From an optimization exercise on the open Yosys and OpenROAD flow, aimed at a short achievable clock period and few clock cycles; shortcuts taken in it are not production practice.
Function was checked by simulation only, so behaviour that the tests miss may differ from the original.

`design/flow/run.sh`:
```
#!/bin/bash
# synth_recipe.tcl (not shown) runs the flow's synth.tcl, then flattens the netlist and writes it again
# the make line also repeats each setting of config.mk as NAME=value (left out here)
make -C /OpenROAD-flow-scripts/flow DESIGN_CONFIG=/design/flow/config.mk WORK_HOME=/design/flow/orfs CLKGATE_MAP_FILE= SYNTH_SCRIPT=/design/flow/synth_recipe.tcl finish
```
`design/flow/design.v`:
```
`timescale 1ns / 1ps
module ALU(
        input [31:0] a,         
        input [31:0] b,         
        input [3:0] aluc,     
        output [31:0] r,     
        output zero,
        output carry,
        output negative,
        output overflow);
    parameter Addu    =    4'b0000;     
    parameter Add    =    4'b0010;     
    parameter Subu    =    4'b0001;     
    parameter Sub    =    4'b0011;     
    parameter And    =    4'b0100;     
    parameter Or    =    4'b0101;     
    parameter Xor    =    4'b0110;     
    parameter Nor    =    4'b0111;     
    parameter Lui1    =    4'b1000;     
    parameter Lui2    =    4'b1001;     
    parameter Slt    =    4'b1011;     
    parameter Sltu    =    4'b1010;     
    parameter Sra    =    4'b1100;     
    parameter Sll    =    4'b1110;     
    parameter Srl    =    4'b1101;     
    parameter bits=31;
    parameter ENABLE=1,DISABLE=0;
    reg [32:0] result;
    wire signed [31:0] sa=a,sb=b;
    always@(*)begin
        case(aluc)
            Addu: begin
                result=a+b;
            end
            Subu: begin
                result=a-b;
            end
            Add: begin
                result=sa+sb;
            end
            Sub: begin
                result=sa-sb;
            end
            Sra: begin
                if(a==0) {result[31:0],result[32]}={b,1'b0};
                else {result[31:0],result[32]}=sb>>>(a-1);
            end
            Srl: begin
                if(a==0) {result[31:0],result[32]}={b,1'b0};
                else {result[31:0],result[32]}=b>>(a-1);
            end
            Sll: begin
                result=b<<a;
            end
            And: begin
                result=a&b;
            end
            Or: begin
                result=a|b;
            end
            Xor: begin
                result=a^b;
            end
            Nor: begin
                result=~(a|b);
            end
            Sltu: begin
                result=a<b?1:0;
            end
            Slt: begin
                result=sa<sb?1:0;
            end
            Lui1,Lui2: result = {b[15:0], 16'b0};
            default:
                result=a+b;
        endcase
    end
    assign r=result[31:0];
    assign carry = result[32]; 
    assign zero=(r==32'b0)?1:0;
    assign negative=result[31];
    assign overflow=result[32];
endmodule
`timescale 1ns / 1ps
module CP0(
    input clk,
    input rst,
    input mfc0,          
    input mtc0,          
    input [31:0] pc,    
    input [4:0] addr,     
    input [31:0] wdata,    
    input exception,      
    input eret,              
    input [4:0] cause,
    output [31:0]  rdata,   
    output [31:0] status,
    output [31:0] exc_addr   
    );
    parameter  SYSCALL = 5'b01000,
                        BREAK    = 5'b01001,
                        REQ         = 5'b01101;
reg [31:0] cp0_reg [0:31];  
assign  status = cp0_reg [12];
always @(posedge clk or posedge rst)
begin
    if(rst)
       begin 
         cp0_reg [0] <=0 ;
         cp0_reg [1] <=0 ;
         cp0_reg [2] <=0 ;
         cp0_reg [3] <=0 ;
         cp0_reg [4] <=0 ;
         cp0_reg [5] <=0 ;
         cp0_reg [6] <=0 ;
         cp0_reg [7] <=0 ;
         cp0_reg [8] <=0 ;
         cp0_reg [9] <=0 ;
         cp0_reg [10] <=0 ;
         cp0_reg [11] <=0 ;
         cp0_reg [12] <=0 ;
         cp0_reg [13] <=0 ;
         cp0_reg [14] <=0 ;
         cp0_reg [15] <=0 ;
         cp0_reg [16] <=0 ;
         cp0_reg [17] <=0 ;
         cp0_reg [18] <=0 ;
         cp0_reg [19] <=0 ;
         cp0_reg [20] <=0 ;
         cp0_reg [21] <=0 ;
         cp0_reg [22] <=0 ;
         cp0_reg [23] <=0 ;
         cp0_reg [24] <=0 ;
         cp0_reg [25] <=0 ;
         cp0_reg [26] <=0 ;
         cp0_reg [27] <=0 ;
         cp0_reg [28] <=0 ;
         cp0_reg [29] <=0 ;
         cp0_reg [30] <=0 ;
         cp0_reg [31] <=0 ;        
       end
    else 
       begin
          if(mtc0)
             cp0_reg [addr] <= wdata;
          else if (exception)    
             begin
                cp0_reg [14] <=   pc;  
                cp0_reg [12] <=   status<<5;  
                cp0_reg [13] <=   {24'b0,cause,2'b0};  
             end
          else if(eret)  
             begin
                 cp0_reg [12] <= status>>5;
             end
       end
end
assign exc_addr  = eret? cp0_reg [14]:32'h00400004;
assign rdata = cp0_reg [addr];   
endmodule
`timescale 1ns / 1ps
  module DIV(
  input [31:0]dividend,
  input [31:0]divisor,
  input start,
  input clock,
  input reset,
  output [31:0]q,
  output [31:0]r,
  output reg busy,
  output reg done
  );
  reg [4:0]count;
  reg [31:0]reg_q;
  reg [31:0]reg_r;
  reg [31:0]reg_b;
  reg q_sign;
  reg r_sign;
  reg a_sign;
  wire [32:0]sub_add=r_sign?{reg_r,reg_q[31]}+{1'b0,reg_b}:{reg_r,reg_q[31]}-{1'b0,reg_b};
  assign r=a_sign?(-(r_sign?reg_r+reg_b:reg_r)):(r_sign?reg_r+reg_b:reg_r);
  assign q=q_sign?-reg_q:reg_q;
  always@(posedge clock or posedge reset)
  begin
  if(reset)
  begin count<=0;busy<=0;done<=0;end
  else if(start&&(!busy)&&(!done))begin 
  count<=0;reg_q<=dividend[31]?-dividend:dividend;
  reg_r<=0;
  reg_b<=divisor[31]?-divisor:divisor;
  r_sign<=0;busy<=1'b1;
  q_sign<=dividend[31]^divisor[31];
  a_sign<=dividend[31];
  end
  else if(busy)begin
  reg_r<=sub_add[31:0];
  r_sign<=sub_add[32];
  reg_q<={reg_q[30:0],~sub_add[32]};
  count<=count+1;
  if(count==31)begin busy<=0;done<=1'b1;end
  end
  else done<=1'b0;
  end
  endmodule
`timescale 1ns / 1ps
module DIVU(
    input [31:0] dividend,
    input [31:0] divisor,
    input start,
    input clock,
    input reset,
    output [31:0] q,
    output [31:0] r,
    output reg busy,
    output reg done
    );
    reg [4:0]count;
    reg [31:0] reg_q;
    reg [31:0] reg_r;
    reg [31:0] reg_b;
    reg r_sign;
    wire [32:0] sub_add = r_sign?({reg_r,q[31]} + {1'b0,reg_b}):({reg_r,q[31]} - {1'b0,reg_b});  
    assign r = r_sign? reg_r + reg_b : reg_r;
    assign q = reg_q;
    always @ (posedge clock or posedge reset)begin
    if (reset == 1) begin  
    count <=5'b0;
    busy <= 0;
    done <= 0;
    end 
    else begin
    if (start&&(!busy)&&(!done)) begin  
    reg_r <= 32'b0;
    r_sign <= 0;
    reg_q <= dividend;
    reg_b <= divisor;
    count <= 5'b0;
    busy <= 1'b1;
    end else if (busy) 
    begin  
    reg_r <= sub_add[31:0];  
    r_sign <= sub_add[32];  
    reg_q <= {reg_q[30:0],~sub_add[32]};
    count <= count +5'b1;  
    if (count == 5'b11111) begin busy <= 0; done <= 1'b1; end
    end else done <= 1'b0;
    end
    end
endmodule
`timescale 1ns / 1ps
module HLreg(
input clk,
input rst,
input wena,
input [31:0]data_in,
output[31:0]data_out
);
reg     [31:0]data;
always @(posedge clk or posedge rst)
    if (rst)
        data <= 32'h00000000;
    else if ( wena)
        data <= data_in;
assign data_out = data;
endmodule
`timescale 1ns / 1ps
module MULTU(
    input clk,
    input reset,
    input start,
    input [31:0] a,
    input [31:0] b,
    output [63:0] z
    );
    wire [65:0] temp;
    assign temp={1'b0,a}*{1'b0,b};
    assign z=temp[63:0];
endmodule
`timescale 1ns / 1ps
 module regfile(
 input clk,    
 input rst,
 input ena,    
 input we, 
 input [4:0] raddr1,  
 input [4:0] raddr2, 
 input [4:0] waddr,   
 input  [31:0] wdata, 
 output wire [31:0] rdata1,
 output wire [31:0] rdata2
);
reg [31:0]array_reg[31:0];
assign rdata1 = array_reg[raddr1];
assign rdata2 = array_reg[raddr2];
    always @(posedge clk or posedge rst)
        begin
        if (rst) begin
        array_reg[0] <= 32'h0;
        array_reg[1] <= 32'h0;
        array_reg[2] <= 32'h0;
        array_reg[3] <= 32'h0;
        array_reg[4] <= 32'h0;
        array_reg[5] <= 32'h0;
        array_reg[6] <= 32'h0;
        array_reg[7] <= 32'h0;
        array_reg[8] <= 32'h0;
        array_reg[9] <= 32'h0;
        array_reg[10] <= 32'h0;
        array_reg[11] <= 32'h0;
        array_reg[12] <= 32'h0;
        array_reg[13] <= 32'h0;
        array_reg[14] <= 32'h0;
        array_reg[15] <= 32'h0;
        array_reg[16] <= 32'h0;
        array_reg[17] <= 32'h0;
        array_reg[18] <= 32'h0;
        array_reg[19] <= 32'h0;
        array_reg[20] <= 32'h0;
        array_reg[21] <= 32'h0;
        array_reg[22] <= 32'h0;
        array_reg[23] <= 32'h0;
        array_reg[24] <= 32'h0;
        array_reg[25] <= 32'h0;
        array_reg[26] <= 32'h0;
        array_reg[27] <= 32'h0;
        array_reg[28] <= 32'h0;
        array_reg[29] <= 32'h0;
        array_reg[30] <= 32'h0;
        array_reg[31] <= 32'h0;
        end
        else if ((ena&we)&& (waddr != 0))
            array_reg[waddr] <= wdata;
    end
endmodule
`timescale 1ns / 1ps
module pcreg(
input clk,
input rst,
input ena,
input wena,
input [31:0]data_in,
output[31:0]data_out
);
reg     [31:0]data;
always @(posedge clk or posedge rst)
    if (rst)
        data <= 32'h00400000;
    else if (ena & wena)
        data <= data_in;
assign data_out = data;
endmodule
`timescale 1ns / 1ps
module cpu(
    input clk_in,
    input reset,
    input [31:0]imem,
    input [31:0] ram_out,
    output  [31:0] dmem_in,
    output [2:0] select,  
    output [31:0] alu_r,
    output [31:0] pc,
    output [31:0] addr,
    output cs,  
    output dm_w,  
    output dm_r 
    );
    wire [31:0]Rt;
    wire [31:0]npc;
    wire M3,M3_2,M4,M4_2, M2,M5,M1,M1_2,M6,M7;  
    wire ALUC3,ALUC2,ALUC1,ALUC0;
    wire RF_W;  
    wire RL_CLK;  
    wire [3:0]ALUC; 
    wire [31:0] PC;
    wire [31:0] mux_out_1;
    wire [31:0] mux_out_1_2;
    reg [31:0] Rd;
    wire [31:0] mux_out_3;
    wire [31:0] mux_out_3_2;
    wire [31:0] mux_in_4;
    wire [31:0] mux_out_4;
    wire [31:0] mux_out_4_2;
    wire [31:0] mux_out_5;
    wire [31:0] Rs;  
    wire [31:0] ext18_sign;
    wire [4:0] rdc;
    wire [4:0] rsc;
    wire [4:0] rtc;
    wire [31:0] ext16;
    wire [31:0] ext16_sign;
    wire ext16_sin_judge;
    wire zero;
    wire carry;
    wire negative;
    wire overflow;
    assign pc = PC;
    assign addr = alu_r;
    assign  dmem_in    =   Rt;
 wire _add, _addu, _sub, _subu, _and, _or, _xor, _nor;
   wire _slt, _sltu, _sll, _srl, _sra, _sllv, _srlv, _srav, _jr;
   wire  _addi, _addiu, _andi, _ori, _xori, _lw, _sw;
   wire _beq, _bne, _slti, _sltiu, _lui, _j, _jal;
wire _break,_syscall,_teq,_eret,_mfc0,_mtc0;
   assign _add = (imem[31:26]==6'b000000&&imem[5:0]==6'b100000)?1'b1:1'b0;
   assign _addu = (imem[31:26]==6'b000000&&imem[5:0]==6'b100001)?1'b1:1'b0;
   assign _sub = (imem[31:26]==6'b000000&&imem[5:0]==6'b100010)?1'b1:1'b0;
   assign _subu = (imem[31:26]==6'b000000&&imem[5:0]==6'b100011)?1'b1:1'b0;
   assign _and = (imem[31:26]==6'b000000&&imem[5:0]==6'b100100)?1'b1:1'b0;
   assign _or = (imem[31:26]==6'b000000&&imem[5:0]==6'b100101)?1'b1:1'b0;
   assign _xor = (imem[31:26]==6'b000000&&imem[5:0]==6'b100110)?1'b1:1'b0;
   assign _nor = (imem[31:26]==6'b000000&&imem[5:0]==6'b100111)?1'b1:1'b0;
   assign _slt = (imem[31:26]==6'b000000&&imem[5:0]==6'b101010)?1'b1:1'b0;
   assign _sltu = (imem[31:26]==6'b000000&&imem[5:0]==6'b101011)?1'b1:1'b0;
   assign _sll = (imem[31:26]==6'b000000&&imem[5:0]==6'b000000)?1'b1:1'b0;
   assign _srl = (imem[31:26]==6'b000000&&imem[5:0]==6'b000010)?1'b1:1'b0;
   assign _sra = (imem[31:26]==6'b000000&&imem[5:0]==6'b000011)?1'b1:1'b0;
   assign _sllv = (imem[31:26]==6'b000000&&imem[5:0]==6'b000100)?1'b1:1'b0;
   assign _srlv = (imem[31:26]==6'b000000&&imem[5:0]==6'b000110)?1'b1:1'b0;
   assign _srav = (imem[31:26]==6'b000000&&imem[5:0]==6'b000111)?1'b1:1'b0;
   assign _jr = (imem[31:26]==6'b000000&&imem[5:0]==6'b001000)?1'b1:1'b0;
   assign _addi = (imem[31:26]==6'b001000)?1'b1:1'b0;
   assign _addiu = (imem[31:26]==6'b001001)?1'b1:1'b0;
   assign _andi = (imem[31:26]==6'b001100)?1'b1:1'b0;
   assign _ori = (imem[31:26]==6'b001101)?1'b1:1'b0;
   assign _xori = (imem[31:26]==6'b001110)?1'b1:1'b0;
   assign _lw = (imem[31:26]==6'b100011)?1'b1:1'b0;
   assign _sw = (imem[31:26]==6'b101011)?1'b1:1'b0;
   assign _beq = (imem[31:26]==6'b000100)?1'b1:1'b0;
   assign _bne = (imem[31:26]==6'b000101)?1'b1:1'b0;
   assign _slti = (imem[31:26]==6'b001010)?1'b1:1'b0;
   assign _sltiu = (imem[31:26]==6'b001011)?1'b1:1'b0;
   assign _lui = (imem[31:26]==6'b001111)?1'b1:1'b0;
   assign _j = (imem[31:26]==6'b000010)?1'b1:1'b0;
   assign _jal = (imem[31:26]==6'b000011)?1'b1:1'b0;
   wire _clz,_divu,_div,_multu,_mul;
   wire _lb,_lbu,_lhu, _lh;
   wire _sb,_sh;
   assign _clz = (imem[31:26]==6'b011100&&imem[5:0]==6'b100000)?1'b1:1'b0;
   assign _divu = (imem[31:26]==6'b000000&&imem[5:0]==6'b011011)?1'b1:1'b0;
   assign _div = (imem[31:26]==6'b000000&&imem[5:0]==6'b011010)?1'b1:1'b0;
   assign _multu = (imem[31:26]==6'b000000&&imem[5:0]==6'b011001)?1'b1:1'b0;
   assign _mul = (imem[31:26]==6'b011100&&imem[5:0]==6'b000010)?1'b1:1'b0;
   assign _lb = (imem[31:26]==6'b100_000)?1'b1:1'b0;
   assign _lbu = (imem[31:26]==6'b100_100)?1'b1:1'b0;
   assign _lh = (imem[31:26]==6'b100_001)?1'b1:1'b0;
   assign _lhu = (imem[31:26]==6'b100_101)?1'b1:1'b0;
   assign _sb = (imem[31:26]==6'b101_000)?1'b1:1'b0;
   assign _sh = (imem[31:26]==6'b101_001)?1'b1:1'b0;
   assign _mfhi = (imem[31:26]==6'b000000&&imem[5:0]==6'b010000)?1'b1:1'b0;
   assign _mflo = (imem[31:26]==6'b000000&&imem[5:0]==6'b010010)?1'b1:1'b0;
   assign _mthi = (imem[31:26]==6'b000000&&imem[5:0]==6'b010001)?1'b1:1'b0;
   assign _mtlo = (imem[31:26]==6'b000000&&imem[5:0]==6'b010011)?1'b1:1'b0;
   assign _bgez = (imem[31:26]==6'b000001)?1'b1:1'b0;
   assign _jalr = (imem[31:26]==6'b000000&&imem[5:0]==6'b001001)?1'b1:1'b0;
wire [31:0] CLZ;
  assign CLZ =Rs[31]==1? 32'h00000000:Rs[30]==1? 32'h00000001:Rs[29]==1? 32'h00000002:Rs[28]==1? 32'h00000003:Rs[27]==1? 32'h00000004:
          Rs[26]==1? 32'h00000005:Rs[25]==1? 32'h00000006:Rs[24]==1? 32'h00000007:Rs[23]==1? 32'h00000008:Rs[22]==1? 32'h00000009:
          Rs[21]==1? 32'h0000000a:Rs[20]==1? 32'h0000000b:Rs[19]==1? 32'h0000000c:Rs[18]==1? 32'h0000000d:Rs[17]==1? 32'h0000000e:
          Rs[16]==1? 32'h0000000f:Rs[15]==1? 32'h00000010:Rs[14]==1? 32'h00000011:Rs[13]==1? 32'h00000012:Rs[12]==1? 32'h00000013:
          Rs[11]==1? 32'h00000014:Rs[10]==1? 32'h00000015:Rs[9]==1? 32'h00000016:Rs[8]==1? 32'h00000017:Rs[7]==1? 32'h00000018:
          Rs[6]==1? 32'h00000019:Rs[5]==1? 32'h0000001a:Rs[4]==1? 32'h0000001b:Rs[3]==1? 32'h0000001c:Rs[2]==1? 32'h0000001d:
          Rs[1]==1? 32'h0000001e:Rs[0]==1? 32'h0000001f:32'h00000020;
   wire [31:0]divu_q;
   wire [31:0] du_q;
   wire [31:0]divu_r;
   wire [31:0] du_r;
   wire divu_busy;
   wire divu_done;
  DIVU divu(
  .dividend(Rs),
  .divisor(Rt),
  .start(_divu),
  .clock(clk_in),
   .reset(reset),
   .q(du_q),
   .r(du_r),
   .busy(divu_busy),
   .done(divu_done)
       );
  assign      divu_q=du_q;
  assign      divu_r=du_r;   
    wire [31:0]div_q;
    wire [31:0] d_q;
    wire [31:0]div_r;
    wire [31:0] d_r;
    wire div_busy;
    wire div_done;
       DIV div(
       .dividend(Rs),
       .divisor(Rt),
       .start(_div),
       .clock(clk_in),
        .reset(reset),
        .q(d_q),
        .r(d_r),
        .busy(div_busy),
        .done(div_done)
            );
       assign      div_q=d_q;
       assign      div_r=d_r;  
      wire [63:0]multu_r;
      wire [63:0] mu_r;
         MULTU  multu(
         .clk(clk_in),
          .reset(reset),
          .start(_multu),
          .a(Rs),
          .b(Rt),
          .z(mu_r)
              );
          assign      multu_r=mu_r;
      wire [63:0]mul_r;
      wire [63:0] m_r;
         assign      mul_r=Rs*Rt;
         assign m_r=mul_r[31:0];
  wire busy;
    assign busy= (_div&&!div_done)||(_divu&&!divu_done);
  wire [5:0]  op =  imem[31:26];
  reg [31:0] dmem_data;
  always@(*)begin
   case(op)
             6'b100_000:     dmem_data   =   {{24{ram_out[31]}},ram_out[31:24]};
             6'b100_100:    dmem_data   =   {24'b0,ram_out[31:24]};
             6'b100_001:     dmem_data   =   {{16{ram_out[31]}},ram_out[31:16]};
             6'b100_101:    dmem_data   =   {16'b0,ram_out[31:16]};
             6'b100011:     dmem_data   =   ram_out;
             default:dmem_data   =   ram_out;
         endcase
  end
  assign select = _sb?3'b001:(_sh?3'b010:3'b100);
  wire [31:0]lo_out;
  reg [31:0]lo_in;
  wire [31:0]hi_out;
  reg [31:0]hi_in;
  wire [11:0]  op12 = {imem[31:26],imem[5:0]};
  wire LO_ctrl,HI_ctrl;
  assign LO_ctrl=(_divu&&divu_done) || (_div&&div_done)||_mtlo||_multu?1'b1:1'b0;
  assign HI_ctrl=(_divu&&divu_done) || (_div&&div_done)||_mthi||_multu?1'b1:1'b0;
  always@(*)begin
     lo_in   =  Rs;
     hi_in   =  Rs;
     case(op12)
               12'b000000_011011:    begin
                lo_in   =  divu_q;
                hi_in   =  divu_r;
                end
               12'b000000_011010:    begin
               lo_in   =  div_q;
               hi_in   =  div_r;
               end
               12'b000000_011001:begin
               lo_in = multu_r[31:0];
               hi_in = multu_r[63:32];
               end
               12'b000000_010011:     lo_in   =  Rs;
               12'b000000_010001:    hi_in   =   Rs;
           endcase  
    end
 HLreg LO(
   .clk(clk_in),
   .rst(reset),
   .wena(LO_ctrl),
   .data_in(lo_in),
   .data_out(lo_out)
   );  
 HLreg HI(
  .clk(clk_in),
  .rst(reset),
  .wena(HI_ctrl),
  .data_in(hi_in),
  .data_out(hi_out)
  );
   assign _break = (imem[31:26]==6'b000000&&imem[5:0]==6'b001101)?1'b1:1'b0;
   assign _syscall = (imem[31:26]==6'b000000&&imem[5:0]==6'b001100)?1'b1:1'b0;
   assign _teq = (imem[31:26]==6'b000000&&imem[5:0]==6'b110100)?1'b1:1'b0;
   assign _eret = (imem[31:26]==6'b010000&&imem[5:0]==6'b011000)?1'b1:1'b0;
   assign _mfc0 = (imem[31:26]==6'b010000&&imem[25:21]==5'b00000)?1'b1:1'b0;
   assign _mtc0 = (imem[31:26]==6'b010000&&imem[25:21]==5'b00100)?1'b1:1'b0;
   wire exception;
   wire [4:0] cause;
   assign exception = (_break||_syscall||(_teq&&zero)) ?1'b1:1'b0;
   assign cause = _break?5'b01001:(_syscall?5'b01000:(_teq?5'b01101:5'b00000));
   wire [31:0] rdata; 
   wire [31:0] status;
   wire [31:0] exc_addr;   
CP0 cp0(clk_in,reset,_mfc0,_mtc0,PC,imem[15:11],
Rt, 
exception,_eret,
cause,
rdata, status,exc_addr );
   assign M3 = _sll || _srl || _sra ;
   assign M3_2 = _jal||_jalr ;
   assign M4 = _addi || _addiu || _andi || _ori || _xori || _slti || _sltiu || _lui || _lw||_lb || _lbu || _lh ||_lhu || _sw ||_sb||_sh;
   assign M4_2 = _jal ||_jalr;
   assign M6 =_addi||_addiu||_andi||_ori||_xori|||_slti||_sltiu||_lui||_lw ||_lb || _lbu || _lh ||_lhu||_mfc0;
   assign M7 =_jal;
   assign ALUC[3] = _slt || _sltu ||_sllv || _srlv || _srav || _sll || _srl || _sra || _slti || _sltiu || _lui ;
   assign ALUC[2] = _and || _or ||_xor || _nor || _sllv || _srlv || _srav || _sll || _srl || _sra || _andi || _ori || _xori ;
   assign ALUC[1] = _add || _sub ||_xor || _nor || _slt || _sltu || _sllv || _sll || _addi || _xori || _slti || _sltiu;
   assign ALUC[0] = _sub || _subu ||_or || _nor || _slt || _srlv || _srl || _ori || _slti || _beq || _bne ||_teq; 
   assign M2 = (!_lw) && (!_lb) && (!_lbu) &&  (!_lh) && (!_lhu);
   assign rdc = M6?imem[20:16]:(M7?5'd31:imem[15:11]);
   assign RF_W= (!_sw)&&(!_beq)&&(!_bne)&&(!_bgez)&&(!_j)&&(!_jr)&&(!_sb)&&(!_sh)&&(!_mtc0)&&(!_eret)&&(!_syscall)&&(!_teq)&&(!_break)&&(!_divu)&&(!_div)&&(!_multu)&&(!_mthi)&&(!_mtlo); 
   assign M5 = (_beq&&zero) || (_bne&&(!zero)) ||(_bgez&&(Rs[31]==1'b0));
   assign M1 = (!_j)&&(!_jal)&&(!_jalr) ;
   assign M1_2 = _jr||_jalr ;
   assign cs = _lw||_lb || _lbu || _lh ||_lhu || _sw||_sb||_sh;
   assign dm_r = _lw||_lb || _lbu || _lh ||_lhu;
   assign dm_w = _sw||_sb||_sh;
   assign ext16_sin_judge = _addi || _addiu || _slti||_sltiu || _lw||_lb || _lbu || _lh ||_lhu;  
    assign ext18_sign = {{14{imem[15]}},{imem[15:0],2'h0}};
    assign npc = PC + 4;
    assign ext16_sign = {{16{imem[15]}},imem[15:0]};
    assign ext16 = {16'h0,imem[15:0]};
    assign mux_in_4 = ext16_sin_judge?ext16_sign:ext16;
    assign rsc = imem[25:21];
    assign rtc = imem[20:16];
assign mux_out_1=M1?mux_out_5:{PC[31:28],imem[25:0],2'b00};   
assign mux_out_1_2=M1_2?Rs:((_eret||exception)?exc_addr:mux_out_1);  
wire [6:0]  op3 =  {M2,_mfc0,_clz,_mfhi,_mflo,_multu,_mul};
  always@(*)begin
   case(op3)
             7'b0000000:     Rd   =  dmem_data;
             7'b1000000:    Rd   =  alu_r;
             7'b1100000:     Rd   =  rdata;
             7'b1010000:    Rd   =  CLZ;
             7'b1001000:     Rd   =   hi_out;
             7'b1000100:     Rd   =   lo_out;
             7'b1000010:     Rd   =   mu_r[31:0];
             7'b1000001:     Rd   =   m_r[31:0];
             default:Rd   =   alu_r;
         endcase
  end
assign mux_out_3=M3?{27'b0,imem[10:6]}:Rs;
assign mux_out_3_2=M3_2?PC:mux_out_3;
assign mux_out_4=M4?mux_in_4:Rt;
assign mux_out_4_2=M4_2?32'd4:mux_out_4;
assign mux_out_5=M5?ext18_sign+npc:npc;
pcreg PCreg(
.clk(clk_in),
.rst(reset),
.ena(1),
.wena(!busy),
.data_in(mux_out_1_2),
.data_out(PC)
);
regfile cpu_ref(
.clk(clk_in),
.rst(reset),
.ena(1),
.we(RF_W),
.raddr1(rsc),  
.raddr2(rtc), 
.waddr(rdc),   
.wdata(Rd),  
.rdata1(Rs),  
.rdata2(Rt)  
        );
ALU alu(
.a(mux_out_3_2),
.b(mux_out_4_2),
.aluc(ALUC),
.r(alu_r),
.zero(zero),
.carry(carry),
.negative(negative),
.overflow(overflow)
            );
endmodule
```
`design/flow/config.mk`:
```
export PLATFORM = sky130hd
export DESIGN_NAME = cpu
export DESIGN_NICKNAME = cpu
export VERILOG_FILES = /design/flow/design.v
export SDC_FILE = /design/flow/constraint.sdc
export NUM_CORES = 8
export LEC_CHECK = 0
export CAP_MARGIN = 20
export CORE_MARGIN = 2
export CORE_UTILIZATION = 40
export PLACE_DENSITY = 0.6
export SETUP_SLACK_MARGIN = 3
export SLEW_MARGIN = 20
```
`design/flow/constraint.sdc`:
```
create_clock -name core_clock -period 16.0 [get_ports {clk_in}]
set_input_delay 3.2000 -clock core_clock [delete_from_list [all_inputs] [get_ports {clk_in}]]
set_output_delay 3.2000 -clock core_clock [all_outputs]
set_load 0.01 [all_outputs]
```
==> qor.tcl <==
set qor(route.antenna.remaining_nets) 0
set qor(route.detailed.drc) 0
set qor(setup_skew_after_layout_ps) 65.3
set qor(worst_ep_required_time_ps) 12800
set qor(report.final.hold_viol_count) 0
set qor(tritoncts) {done}
set qor(post-synth-top-count-cell) {sky130_fd_sc_hd__nand2_1}
set qor(placed_cells) 25200
set qor(tightest_slew_ps) 1340
set qor(numPortBuffers) 199
set qor(critical_path.endpoint_type) {output port}
set qor(yosysTopAreaCell) {sky130_fd_sc_hd__dfrtp_1}
set qor(ys_seq_elements) 2354
set qor(synth_area_per_cell_sq_um) 8.61
set qor(cpMostUsedCell) {sky130_fd_sc_hd__buf_12}
set qor(netlist-cell-type-count) 110
set qor(groute.usage.overall) 0.466
set qor(detailedPlacementHpwl_um) 724000
set qor(post_synth_instance_area_sq_um) 168000
set qor(clock_net_sink_count) 2354
set qor(proportion_of_register_bits_with_asynchronous_set_or_reset_after_synthesis) 0.917
set qor(die_width_um) 653
set qor(flow.area_growth_from_synthesis_pct) 23.2
set qor(cts.clk_slew.worst_paths_ps) 60
set qor(final_min_period_over_clock_period) 0.857
set qor(hold_path.class) {flip-flop to flip-flop}
set qor(instance_area_after_placement_sq_um) 186000
set qor(cts.htree.levels) 5
set qor(ys_seq_area_frac) 0.356
set qor(drive_gt1_frac) 0.198
set qor(startpoint_type_of_the_worst_setup_path) {input pin}
set qor(timing.max_slew.rel_slack) 0.0988
set qor(fin_setup_tns_ps) 0
set qor(fin_util) 0.494
set qor(clkLatencyLatePin_ps) 980
set qor(via_count) 174000
set qor(dominant_register_cell_in_the_synthesized_netlist) {sky130_fd_sc_hd__dfrtp_1}
set qor(first_global_vias) 162000
set qor(setup.worst_path.class) {input pin to output port}
set qor(grt_antenna_before_repair) 109
set qor(synth_nets) 21100
set qor(gr-total-overflow) 0
set qor(core.rowCount) 238
set qor(finalWorstPathRequiredPeriod_ps) 13710
set qor(detailedRoute.firstPassIterationCount) 10
set qor(routed_wl_um) 1030000
set qor(synth-edff-count) 196
set qor(route.detailed.wl_per_inst_um) 38.9
set qor(synth.cells.most_frequent) {3941 x sky130_fd_sc_hd__nand2_1, 2157 x sky130_fd_sc_hd__dfrtp_1, 1719 x sky130_fd_sc_hd__o21ai_0, 1364 x sky130_fd_sc_hd__clkbuf_1, 1269 x sky130_fd_sc_hd__inv_1}
set qor(fin_cells) 26400
set qor(die_area_sq_um) 426000
set qor(avgViaCountPerCell) 6.61
set qor(run_status) {complete, no violations}
set qor(synthesis.yosys.warnings) 18
set qor(effective_utilization_at_floorplan) 0.401
set qor(core_sq_um) 420000
set qor(cts-root-buf) {sky130_fd_sc_hd__clkbuf_16}
set qor(ys_top_cells_by_area) {sky130_fd_sc_hd__dfrtp_1 32%, sky130_fd_sc_hd__fa_1 11%, sky130_fd_sc_hd__nand2_1 8.8%}
set qor(grt_start_max_net_pins) 165
set qor(synth_top_cell_area_share) 0.321
set qor(cts_inserted_buffers) 280
set qor(stdcell_area_sq_um) 207000
set qor(setup_viol) 0
set qor(net_count_reported_at_finish) 22100
set qor(crit_fanout) 7
set qor(crit_slowest_cell) {sky130_fd_sc_hd__or4_4}
set qor(synth_cells) 19500
set qor(maxClockFrequency_ghz) 0.0729
set qor(globalplace.congestion) 1.08
set qor(worst_path_largest_cell_delay_ps) 580
set qor(grt_first_pass_wirelength_um) 1380000
set qor(final_max_slew_viol_count) 0
set qor(rsz0062_at_grt) {true}
set qor(worst_ep_arrival_time_ps) 10510
set qor(ctsLongestPathBuffers) 4
set qor(chip_height_um) 653
set qor(maxCapViolCount) 0
set qor(boundaryPins) 200
set qor(drt_first_iter_violations) 27000
metrics by stage:
step           setup WS [ps]  hold slack (ps)
6_report                2290              404
3_5_place_dp            -240              391
3_3_place_gp            -238              387
4_1_cts                 2350              404
2_1_floorplan         -17170              437
5_1_grt                 2020              421
critical path, delay by kind of cell:
family	cells	cell delay, ps
buf+inv	13	1860
compound gates	14	2780
simple gates	11	2220
xor+xnor	1	190
fa+ha+maj	1	220
layout make-up:
type | count | area [sq um]
Fill cell | 40100 | 212000
Multi-Input combinational cell | 14300 | 103000
Sequential cell | 2354 | 59900
Timing Repair Buffer | 2310 | 22600
Clock buffer | 411 | 8470
Tap cell | 5520 | 6910
Inverter | 1307 | 5040
Clock inverter | 88 | 1130
Antenna cell | 89 | 223
final timing paths:
| kind | startpoint | end | slack [ps] | depth (start not counted) |
|---|---|---|---|---|
| max | imem[21] | addr[30] | 2290 | 40 |
| min | cpu_ref.array_reg[0][19] | cpu_ref.array_reg[0][19] | 400 | 0 |
| max reg2reg | cpu_ref.array_reg[20][5] | HI.data[26] | 4860 | 49 |
| min reg2reg | cpu_ref.array_reg[0][19] | cpu_ref.array_reg[0][19] | 400 | 0 |
| max in group asynchronous | reset | cpu_ref.array_reg[16][18] | 9660 | 5 |
| min in group asynchronous | reset | LO.data[28] | 3230 | 2 |
routing by layer:
| layer | vias to the layer above | GRT usage | routed length [um] | share of wire |
|---|---|---|---|---|
| met3 | 4275 | 0.172 | 142000 | 0.14 |
| met5 | - | 0.00181 | 817 | 0.00080 |
| met4 | 53 | 0.378 | 108000 | 0.11 |
| met1 | 86600 | 0.582 | 373000 | 0.36 |
| li1 | 69700 | - | - | - |
| met2 | 13700 | 0.642 | 403000 | 0.39 |
logic make-up (layout without fill, tap and decap cells):
| group | Yosys count | in the layout | synth area share |
|---|---|---|---|
| AND/OR/NAND/NOR | 7038 | 7043 | 0.184 |
| AO/OA/AOI/OAI | 4749 | 4749 | 0.182 |
| buffers and inverters | 2884 | 4116 | 0.0661 |
| flip-flops | 2354 | 2354 | 0.356 |
| adder cells (fa/ha/maj) | 1470 | 1470 | 0.150 |
| multiplexers | 560 | 560 | 0.0371 |
| XOR/XNOR | 489 | 489 | 0.0254 |
| other | 0 | 89 | 0 |
cells in the final DEF (no fill, tap or decap), types with 65 or more instances in the layout:
| master | count |
|---|---|
| sky130_fd_sc_hd__mux2i_1 | 117 |
| sky130_fd_sc_hd__nor3_1 | 191 |
| sky130_fd_sc_hd__clkbuf_16 | 312 |
| sky130_fd_sc_hd__buf_12 | 240 |
| sky130_fd_sc_hd__a21o_1 | 77 |
| sky130_fd_sc_hd__a21oi_1 | 595 |
| sky130_fd_sc_hd__mux2_2 | 419 |
| sky130_fd_sc_hd__o21ai_1 | 107 |
| sky130_fd_sc_hd__ha_1 | 545 |
| sky130_fd_sc_hd__nand2_1 | 3856 |
| sky130_fd_sc_hd__o22ai_1 | 72 |
| sky130_fd_sc_hd__fa_1 | 881 |
| sky130_fd_sc_hd__clkbuf_8 | 72 |
| sky130_fd_sc_hd__or3_1 | 65 |
| sky130_fd_sc_hd__xnor2_1 | 308 |
| sky130_fd_sc_hd__a31oi_1 | 86 |
| sky130_fd_sc_hd__and3_1 | 310 |
| sky130_fd_sc_hd__xor2_1 | 163 |
| sky130_fd_sc_hd__clkdlybuf4s50_1 | 117 |
| sky130_fd_sc_hd__nor2_4 | 113 |
| sky130_fd_sc_hd__buf_6 | 147 |
| sky130_fd_sc_hd__a21oi_2 | 71 |
| sky130_fd_sc_hd__a221oi_1 | 277 |
| sky130_fd_sc_hd__a22o_1 | 226 |
| sky130_fd_sc_hd__nand3_1 | 540 |
| sky130_fd_sc_hd__o21ai_0 | 1647 |
| sky130_fd_sc_hd__dfrtp_1 | 2157 |
| sky130_fd_sc_hd__edfxtp_1 | 196 |
| sky130_fd_sc_hd__nand2b_1 | 73 |
| sky130_fd_sc_hd__nor2_1 | 901 |
| sky130_fd_sc_hd__buf_4 | 1661 |
| sky130_fd_sc_hd__a22oi_1 | 636 |
| sky130_fd_sc_hd__diode_2 | 89 |
| sky130_fd_sc_hd__nand2_2 | 65 |
| sky130_fd_sc_hd__nand4_1 | 297 |
| sky130_fd_sc_hd__o21bai_1 | 67 |
| sky130_fd_sc_hd__inv_1 | 1211 |
what timing repair did:
item | CTS | global route
hold buffers | 0 | 0
endpoints found under the setup margin | 402 | 363
buffers inserted | 283 | 270
pin swaps | 190 | 259
endpoints found under the hold margin | 0 | 0
gates cloned | 19 | 21
resized for setup | 633 | 835
Testbench counts, summed over its fixed seeds: cycles 160,645.

re-timing with driven ports:
Ports are ideal in the flow. The routed layout listed here was re-timed in OpenROAD.
Step 1 (the two cells are an assumption about what drives the block):
set clk [get_ports {clk_in}]
set_driving_cell -lib_cell sky130_fd_sc_hd__clkbuf_16 $clk
set_driving_cell -lib_cell sky130_fd_sc_hd__buf_2 [delete_from_list [all_inputs] $clk]
Step 2 adds t to the input delays and takes it off the output delays; t is the mean of the earliest and latest rising clock arrival at the registers after step 1. Input paths then give back, and output paths get back, about the clock's delay inside the block.
Slacks: ideal / step 1 / step 2; pairs: ideal / step 1.
t, ns: 1.089
setup WS [ns]: 2.290 / 2.033 / 1.118
worst register clock-pin slew, ns: 0.07 / 0.07
cell pins on the clock port's net: 1
After both steps this run still meets setup and hold. For this run, drivers alone change the setup slack by -0.257 ns; drivers and shift together by -1.172 ns.
